Background: an optimization exercise with open tools, aiming at small area. Do not read the settings as production practice. Function was checked by simulation only, so behaviour that the tests miss may differ from the original. No run shown here takes its clock network from TritonCTS; it comes from the design's own scripts or RTL. The clock input has no modelled driver; a real chip could not lean on it and would need a root buffer or a full tree. Power figures rest on the tool's default switching activity, not on a simulated workload.

==> design/flow/design.v <==
module blink_led_BlinkLED
(
  input  clk,
  input  reset,
  input  led_in,
  input  led_we,
  output  led_out,
  output  run_busy,
  input  run_req
);
  localparam integer PB = 23;
  localparam [1:0] C_IDLE = 2'b01, C_EXIT = 2'b00, C_WAIT0 = 2'b11, C_WAIT1 = 2'b10;
  localparam [24:0] POL  = 25'h09a66b6;
  localparam [24:0] LA   = 25'h0a00157;
  localparam [24:0] LB   = 25'h0a80055;
  localparam [24:0] TERM = 25'h0c3006e;
  localparam [24:0] ID   = 25'h1618037;
  localparam [24:0] TMASK = 25'h1ffbfff;
  localparam [24:0] NEED = 25'h12e018a;
  localparam [24:0] FREE = 25'h0555524;
  reg         run;
  reg         ph;
  reg         req_d;
  reg         led;
  reg  [24:0] cnt;      
  wire [24:0] x       = cnt ^ POL;
  wire        pin     = x[PB] == ID[PB];
  wire [1:0]  code    = {ph, pin};
  wire        s_idle  = ~run & (code == C_IDLE);
  wire        s_exit  = ~run & (code == C_EXIT);
  wire        s_wait  = ~run & ((code == C_WAIT0) | (code == C_WAIT1));
  wire        term    = ((x ^ TERM) & TMASK) == 25'd0;
  wire        req_any = run_req | req_d;
  wire        restart = run_req & ~req_d & (run | s_idle);
  wire        go      = run & ~restart & ~reset;
  wire        start   = s_wait & req_any;
  wire [1:0]  ncode   = reset   ? C_IDLE :
                        restart ? C_WAIT1 :
                        start   ? 2'b01 :
                        s_idle  ? C_EXIT : C_WAIT0;
  assign led_out  = led;
  assign run_busy = ~(~run & (code == C_WAIT0));
  always @(posedge clk) begin
    if (reset) begin
      run   <= 1'b0;
      req_d <= 1'b0;
      led   <= 1'b0;
    end else begin
      req_d <= run_req;
      run   <= go | start;
      if (term)
        led <= ~ph;
      else if (led_we)
        led <= led_in;
    end
    ph <= go ? ph ^ term : ncode[1];
  end
  wire [24:0] idle = (ID & ~FREE) ^ (ncode[0] ? 25'd0 : (25'd1 << PB));
  wire [24:0] step = {x[23:0], x[24] ^ x[2]};
  wire [24:0] load = ph ? LB : LA;
  wire [24:0] nrun = term ? ((load & NEED) | (step & ~NEED)) : step;
  always @(posedge clk)
    cnt <= (go ? nrun : (idle | (nrun & FREE))) ^ POL;
endmodule
==> design/flow/flow/run.sh <==
#!/bin/bash
# Layout flow: the standard synthesis script and ORFS flow, with
#  - synthesis run with an area-oriented ABC mapping script (abc_area.script,
#    used in place of ORFS's abc_speed.script; everything else in synthesis,
#    including synth_recipe.tcl, is unchanged, so the registers and their names
#    are those of the standard synthesis),
#  - port buffers of the smallest buffer cell (buf_1),
#  - a clock tree of one buffer at the flip-flops' centre (cts_hook.tcl)
#    instead of TritonCTS's H-tree (which builds five buffers for 30 sinks).
# Each step's full output goes to its own log here; ORFS's own per-stage
# logs are under orfs/logs/.
set -euo pipefail
W=$(pwd)
rm -rf "$W/scripts_area"
cp -r "$FLOW_HOME/scripts" "$W/scripts_area"
cp "$W/flow/abc_area.script" "$W/scripts_area/abc_speed.script"
bash standard.sh "SCRIPTS_DIR=$W/scripts_area" synth > "$W/synth.log" 2>&1
bash standard.sh \
  "BUFFER_PORTS_ARGS=-buffer_cell sky130_fd_sc_hd__buf_1" \
  "PRE_CTS_TCL=$W/flow/cts_hook.tcl" \
  finish > "$W/layout.log" 2>&1
==> design/flow/flow/abc_area.script <==
strash
&get -n
&fraig -x
&put
scorr
dc2
dretime
strash
&get -n
&dch -f
&nf -R 1000
&put
dnsize
==> design/flow/flow/cts_hook.tcl <==
# Sourced by ORFS's cts.tcl before it calls clock_tree_synthesis. Replaces
# that call: the clock port drives one buf_12 placed at the centre of the
# flip-flops, which drives every flip-flop clock pin (all sinks see the same
# single buffer, so no register is skewed against another).
rename clock_tree_synthesis orfs_clock_tree_synthesis
proc clock_tree_synthesis {args} {
  set block [ord::get_db_block]
  set net [$block findNet clk]
  set n 0
  set sx 0
  set sy 0
  foreach it [$net getITerms] {
    set inst [$it getInst]
    set bb [$inst getBBox]
    set sx [expr {$sx + ([$bb xMin] + [$bb xMax]) / 2}]
    set sy [expr {$sy + ([$bb yMin] + [$bb yMax]) / 2}]
    incr n
  }
  set dbu [$block getDbUnitsPerMicron]
  set x [expr {double($sx) / $n / $dbu}]
  set y [expr {double($sy) / $n / $dbu}]
  puts "clock buffer for $n sinks at ($x, $y)"
  insert_buffer -buffer_cell sky130_fd_sc_hd__buf_12 -net clk \
    -location [list $x $y] -buffer_name clkbuf_root -net_name clk_root
  set_propagated_clock [all_clocks]
}
==> design/flow/standard.sh <==
#!/bin/bash
# synth_recipe.tcl (not shown) runs the flow's synth.tcl, then flattens the netlist and writes it again
# the make line also repeats each setting of config.mk as NAME=value (left out here)
make -C /OpenROAD-flow-scripts/flow DESIGN_CONFIG=/design/flow/config.mk WORK_HOME=/design/flow/orfs CLKGATE_MAP_FILE= SYNTH_SCRIPT=/design/flow/synth_recipe.tcl "${@:-finish}"
==> design/flow/config.mk <==
export PLATFORM = sky130hd
export DESIGN_NAME = blink_led_BlinkLED
export DESIGN_NICKNAME = blink_led_BlinkLED
export VERILOG_FILES = /design/flow/design.v
export SDC_FILE = /design/flow/constraint.sdc
export NUM_CORES = 4
export LEC_CHECK = 0
export CAP_MARGIN = 0
export CORE_AREA = 2.3 2.72 59.8 59.84
export DIE_AREA = 0 0 62.1 62.1
export SLEW_MARGIN = 0
==> design/flow/constraint.sdc <==
create_clock -name core_clock -period 5.0 [get_ports {clk}]
set_input_delay 1.0000 -clock core_clock [delete_from_list [all_inputs] [get_ports {clk}]]
set_output_delay 1.0000 -clock core_clock [all_outputs]
set_load 0.01 [all_outputs]
==> metrics.md, run 1 <==
| Metric | Value |
|---|---|
| Placer congestion estimate | 0.7291 |
| Post_cts resized | 0 |
| Vias in the first global route | 470 |
| Die H | 62.10 um |
| Hold_buf cts | 0 |
| IO Count | 7 |
| Critical Path RT | 5.02 ns |
| Total global routing overflow | 0 |
| Initial antenna violation count | 0 |
| Setup Viol. Count Final | 0 |
| Die X | 62.10 um |
| Critical path peak fanout | 7 |
| MaxCap Viol Count | 0 |
| Final ANT Viol Nets | 0 |
| Critical Path End Type | register |
| Layout cell share with drive strength beyond 1 | 1.136% |
| CTS clk-pin slew, worst paths | 0.10 ns |
| Row Count | 21 |
| Final Hold Vio Count | 0 |
| Skew final | 0.003526 ns |
| Unique masters post-synth | 16 |
| Largest net degree at the start of global routing | 30 |
| Initial core utilization | 25.33% |
| Post-Syn Instances | 81 |
| Vias | 549 |
| Setup repair after global routing missed its margin | false |
| Fillers | 337 |
| GRT Total Usage | 6.426% |
| Placed cell area | 912.1 um2 |
| Largest family of logic cells by synthesized area | simple AND/OR/NAND/NOR gates |
| Total power | 0.3474 mW |
| Drt pass-1 iters | 3 |
| Post-synthesis sequential area ratio | 69.77% |
| VDD IR max | 0.1565 mV |
| Nets | 95 |
| DRT iter0 DRCs | 3 |
| Clk latency of the worst-skew pair | 0.13 ns |
| Setup Fix Bufs, Post-CTS | 0 |
| YS warnings | 1 |
| Area of the multi-input gates | 236.5 um2 |
| Synth-to-layout area growth | 12.03% |
| Vias per cell | 4.097 |
| Synth Area in Simple Gates | 18.05% |
| Area of the mapped netlist | 832.0 um2 |
| Net Count, Synth | 86 |
| Worst-margin pin slew | 0.9656 ns |
| Post-synth top flop | dfxtp_1 |
| Synth top area cells | dfxtp_1 70%, nor2_1 6.3%, nand2_1 5.0%, o21ai_0 3.6%, a21oi_1 1.8% |
| Worst setup SP type | register |
| Post-route design area | 932.1 um2 |
| Synth Area per Inst | 10.27 um2 |
| CP arrival | 2.47 ns |
| Kind of critical path | reg2reg |
| Count leader, synth | dfxtp_1 |
| HP Class | reg2reg |
| Core Area | 3284 um2 |
| Number of synthesized register bits | 29 |
| First-pass GRT wire length | 2152 um |
| Synth top area share | 69.77% |
| Number of enable flip-flop cells after synthesis | 0 |
| Die area | 3856 um2 |
| Post-DP HPWL | 995.1 um |
| Area leader, netlist | dfxtp_1 |
| WL final | 1254 um |
| Remaining DRCs | 0 |
| Synth Area in Compound Gates | 8.120% |
| Antenna diode count | 0 |
| WL per Instance | 9.358 um |
| TNS Setup | 0 ns |
| Power density over cell area | 372.7 nW/um2 |
| Storage cell area | 580.6 um2 |
| FMAX | 0.4080 GHz |
| Slew HR | 35.03% |
| Status | timing/DRC/antenna clean |
| Synth top cells by count | 29 x dfxtp_1, 14 x nor2_1, 11 x nand2_1, 6 x o21ai_0, 4 x clkinv_1 |
| XOR/XNOR Fraction of Synth Area | 1.053% |
| Minimum clock period | 2.451 ns |
| Leakage power | 0.3392 nW |
| Number of port buffers | 6 |
| Post-synthesis adder-cell area fraction | 0% |
| Slew Viols, Final | 0 |
| Mux cell area share after synthesis | 1.203% |
| Ys async rst share | 0% |
| Tcrit/Tclk final | 49.02% |
## flip-flops by register name, indices dropped and copies added, names as in the netlist
signal  count
cnt        25
led         1
ph          1
req_d       1
run         1
## area by class of cell, clock buffers not listed
class                      instances  area share [%]
tap                               46           6.174
inverter                           4           1.611
timing repair buffer               6           2.416
sequential                        29           62.28
multi-input combinational         48           25.37
## metrics by stage
step	setup WS (ns)	hold slack, ns	util [%]	instances
3_5_place_dp	2.622	0.3416	27.77	133
5_1_grt	2.321	0.3679	28.38	134
2_1_floorplan	2.927	0.3260	-	81
3_3_place_gp	2.744	0.3359	27.77	133
6_report	2.549	0.3587	28.38	134
4_1_cts	2.601	0.3605	28.38	134
## cell usage in the layout, fill, tap and decap left out
cell / netlist / final
buf_1: 0 / 6
mux2i_1: 1 / 1
nand4_1: 2 / 2
dfxtp_1: 29 / 29
a211oi_1: 2 / 2
nand2_1: 11 / 11
nor3_1: 3 / 3
nor4_1: 1 / 1
or2_0: 1 / 1
a21oi_1: 3 / 3
xor2_1: 1 / 1
buf_12: 0 / 1
clkinv_1: 4 / 4
o31ai_1: 1 / 1
nand4b_1: 1 / 1
o21ai_0: 6 / 6
nor2_1: 14 / 14
or4_1: 1 / 1
## power breakdown
group          switching, mW  internal, mW
logic                 0.0121       0.00727
clock network         0.0517        0.0326
registers            0.00508         0.239
total                 0.0688         0.279
## worst max-delay path, stage by stage, from the launching register on
cell      delay, ns
dfxtp_1        0.35
or4_1          0.52
nor4_1         0.83
clkinv_1       0.28
nor2_1         0.23
o31ai_1        0.12
## kinds of logic (layout without fill, tap and decap cells)
family / count (synthesis) / after routing
compound gates: 12 / 12
xor+xnor: 1 / 1
buf+inv: 4 / 11
flops: 29 / 29
mux: 1 / 1
simple gates: 34 / 34
## worst paths after layout
check | from | endpoint | slack [ns] | depth (start not counted)
setup / recovery | cnt[23]$_DFF_P_ | ph$_DFF_P_ | 2.55 | 5
hold / removal | cnt[9]$_DFF_P_ | cnt[10]$_DFF_P_ | 0.36 | 0
setup reg to reg | cnt[23]$_DFF_P_ | ph$_DFF_P_ | 2.55 | 5
hold reg to reg | cnt[9]$_DFF_P_ | cnt[10]$_DFF_P_ | 0.36 | 0
## layer usage
layer	wire, um	GRT usage [%]	up-vias
li1	-	-	290
met1	667	10.01	255
met2	544	9.918	4
met3	42	0.9058	0
met4	0	0.2778	0
met5	0	0	-
==> inputs of run 2 (changes only) <==
--- a/design/flow/design.v
+++ b/design/flow/design.v
@@ -8,16 +8,16 @@
   output  run_busy,
   input  run_req
 );
-  localparam integer PB = 23;
+  localparam integer PB = 12;
   localparam [1:0] C_IDLE = 2'b01, C_EXIT = 2'b00, C_WAIT0 = 2'b11, C_WAIT1 = 2'b10;
-  localparam [24:0] POL  = 25'h09a66b6;
-  localparam [24:0] LA   = 25'h0a00157;
-  localparam [24:0] LB   = 25'h0a80055;
-  localparam [24:0] TERM = 25'h0c3006e;
-  localparam [24:0] ID   = 25'h1618037;
-  localparam [24:0] TMASK = 25'h1ffbfff;
-  localparam [24:0] NEED = 25'h12e018a;
-  localparam [24:0] FREE = 25'h0555524;
+  localparam [24:0] POL  = 25'h1a69334;
+  localparam [24:0] LA   = 25'h100bfea;
+  localparam [24:0] LB   = 25'h1402ffa;
+  localparam [24:0] TERM = 25'h0c0c7f9;
+  localparam [24:0] ID   = 25'h06063fc;
+  localparam [24:0] TMASK = 25'h1ffffbf;
+  localparam [24:0] NEED = 25'h0c1b018;
+  localparam [24:0] FREE = 25'h1554aaa;
   reg         run;
   reg         ph;
   reg         req_d;
@@ -56,7 +56,7 @@
     ph <= go ? ph ^ term : ncode[1];
   end
   wire [24:0] idle = (ID & ~FREE) ^ (ncode[0] ? 25'd0 : (25'd1 << PB));
-  wire [24:0] step = {x[23:0], x[24] ^ x[2]};
+  wire [24:0] step = {x[23:0], x[24] ^ x[21]};
   wire [24:0] load = ph ? LB : LA;
   wire [24:0] nrun = term ? ((load & NEED) | (step & ~NEED)) : step;
   always @(posedge clk)
==> run 2 against run 1 <==
Against the previous run:
- sequential power about the same
- setup slack better by 0.51 ns
- sequential cell count unchanged
- sequential share of layout area is 0.34 points higher
- design area fell by 0.54%
- first-iteration DRC count rose to 4.7 times the previous value
- via count is 1.8% lower
==> metrics.md, run 2 <==
| Metric | Value |
|---|---|
| Status | timing/DRC/antenna clean |
| HP Class | reg2reg |
| Post-DP HPWL | 931.1 um |
| Layout cell share with drive strength beyond 1 | 1.163% |
| CP delay by family, top | simple AND/OR/NAND/NOR gates |
| Area leader, netlist | dfxtp_1 |
| Vias per cell | 4.083 |
| Number of synthesized register bits | 29 |
| Synth top area share | 70.20% |
| Storage cell area | 580.6 um2 |
| Max reg flops | 25 |
| Post-synth top flop | dfxtp_1 |
| Ys async rst share | 0% |
| Die H | 62.10 um |
| GRT Total Usage | 6.366% |
| WL final | 1201 um |
| Critical Path RT | 5.07 ns |
| DRT iter0 DRCs | 14 |
| Slew HR | 63.50% |
| Top reg by flops | cnt |
| Placer congestion estimate | 0.8058 |
| Total power | 0.3484 mW |
| TNS Setup | 0 ns |
| Unique masters post-synth | 18 |
| Remaining DRCs | 0 |
| Synth Area per Inst | 10.47 um2 |
| Initial core utilization | 25.18% |
| PnR worst setup slack | 3.060 ns |
| Worst setup SP type | input pin |
| Commonest cells after routing, fill and taps aside | 29 x dfxtp_1, 11 x nor2_1, 10 x nand2_1 |
| Post-Syn Instances | 79 |
| RR Endpoint | ph$_DFF_P_ |
| Worst-margin pin slew | 0.5433 ns |
| Post-route design area | 927.1 um2 |
| Core Area | 3284 um2 |
| Worst Hold Path EP | cnt[7]$_DFF_P_ |
| Synth top cells by count | 29 x dfxtp_1, 11 x nor2_1, 10 x nand2_1, 5 x o21ai_0 |
| Hold path startpoint | cnt[6]$_SDFF_PP1_ |
| Number of enable flip-flop cells after synthesis | 0 |
| Setup repair after global routing missed its margin | false |
| Post-synthesis sequential area ratio | 70.20% |
| Post_cts resized | 0 |
| Vias | 539 |
| Slowest Stage Delay on Critical Path | 0.40 ns |
| Minimum clock period | 1.940 ns |
| Row Count | 21 |
| Largest net degree at the start of global routing | 30 |
| Reg2Reg Setup Slack | 3.17 ns |
| Reg2reg start | cnt[20]$_DFF_P_ |
| Synth top area cells | dfxtp_1 70%, nor2_1 5.0%, nand2_1 4.5%, o21ai_0 3.0%, a21oi_1 2.4% |
| Leakage power | 0.3349 nW |
| Count leader, synth | dfxtp_1 |
| Power density over cell area | 375.8 nW/um2 |
| Placed cell area | 907.1 um2 |
| FMAX | 0.5155 GHz |
| CP arrival | 2.01 ns |
| Vias in the first global route | 517 |
| VDD IR max | 0.2138 mV |
| Commonest non-fill, non-tap cell in the layout | dfxtp_1 |
| CTS clk-pin slew, worst paths | 0.10 ns |
| Die area | 3856 um2 |
| IO Count | 7 |
| Fillers | 346 |
| Setup Viol. Count Final | 0 |
| Total global routing overflow | 0 |
| Area of the multi-input gates | 239.0 um2 |
| Critical path peak fanout | 8 |
| WL per Instance | 9.098 um |
| Hold slack final | 0.3393 ns |
| Nets | 93 |
| MaxCap Viol Count | 0 |
| Tcrit/Tclk final | 38.80% |
| Antenna diode count | 0 |
| Pre-CTS WS | 2.921 ns |
| Worst path buffer plus inverter count | 2 |
| Final ANT Viol Nets | 0 |
| FF-to-FF path depth | 6 |
| Setup Fix Bufs, Post-CTS | 0 |
| Die X | 62.10 um |
| YS warnings | 1 |
| Slew Viols, Final | 0 |
| CP cell instances | buf_1 -> clkinv_1 -> o21ai_0 -> nor2_1 -> nand2_1 -> o22ai_1 |
| Kind of critical path | in2reg |
| Critical Path End Type | register |
| Final Hold Vio Count | 0 |
| Clk latency of the worst-skew pair | 0.13 ns |
| Hold Crit Depth | 0 |
| First-pass GRT wire length | 2145 um |
| Hold_buf cts | 0 |
| Number of port buffers | 6 |
| Area of the mapped netlist | 827.0 um2 |
| Synth-to-layout area growth | 12.10% |
| Drt pass-1 iters | 4 |
| Skew final | 0.004750 ns |
| Initial antenna violation count | 0 |
| Net Count, Synth | 84 |
| Critical Path Slowest Stage Cell | nor2_1 |
[run 2: area by class of cell, clock buffers not listed]
| cell class | count | share of cell area [%] |
|---|---|---|
| flip-flops and latches | 29 | 62.62 |
| well taps | 46 | 6.208 |
| multi-input cells | 48 | 25.78 |
| inverters | 2 | 0.8097 |
| repair buffers | 6 | 2.429 |
[run 2: worst max path at each step]
stage | slack [ns] | end | cells after the start | startpoint
3_5_place_dp | 2.92 | cnt[12]$_DFF_P_ | 5 | run_req
6_report | 3.06 | ph$_DFF_P_ | 6 | run_req
4_1_cts | 3.08 | ph$_DFF_P_ | 6 | run_req
3_3_place_gp | 2.98 | ph$_DFF_P_ | 6 | run_req
2_1_floorplan | 3.18 | cnt[12]$_DFF_P_ | 4 | run_req
5_1_grt | 2.95 | cnt[0]$_SDFF_PP0_ | 6 | run_req
[run 2: power breakdown]
group	internal, mW	switching, mW	total [mW]
Sequential	0.239	0.00559	0.245
Clock	0.0326	0.0511	0.0837
Combinational	0.00890	0.0107	0.0196
Total	0.281	0.0673	0.348
[run 2: layer usage]
metal,up-vias,routed length [um],track usage (%)
met1,249,576,8.257
met2,8,580,12.23
li1,282,-,-
met3,0,44,0.5435
met5,-,0,0
met4,0,0,0
[run 2: stage by stage]
step,cells,utilization (%)
after floorplan,79,-
after global placement,131,27.62
after detailed placement,131,27.62
after CTS,132,28.23
after global routing,132,28.23
final,132,28.23
[run 2: cells by family after synthesis]
kind of cell / synth area share, %
mux: 1.210
compound gates: 8.170
flops: 70.20
buf+inv: 0.9081
simple gates: 19.52

afterwards: timing with drivers on the ports:
No port has a modelled driver above. Below, the same layouts with a new extraction and two added sets of constraints.
Step 1, drivers: a clkbuf_16 drives clk and a buf_2 each remaining input, both assumed.
Step 2 adds t to the input delays and takes it off the output delays; t is the mean of the earliest and latest rising clock arrival at the registers after step 1. Input paths then give back, and output paths get back, about the clock's delay inside the block.
a / b / c = no drivers / after step 1 / after step 2; a / b = the first two.
run | t (ns) | slack for setup (ns) | worst setup path at the end | slew at the worst register clock pin (ns) | pins driven straight from the clock port
run 1 | 0.161 | 2.549 / 2.549 / 2.549 | register to register | 0.10 / 0.10 | 1
run 2 | 0.160 | 3.060 / 3.066 / 2.909 | input to register | 0.10 / 0.10 | 1
After both steps setup and hold are still met in every run listed. The setup slack of run 2, which loses most, moves by +0.006 ns with the drivers and by -0.151 ns with both steps.
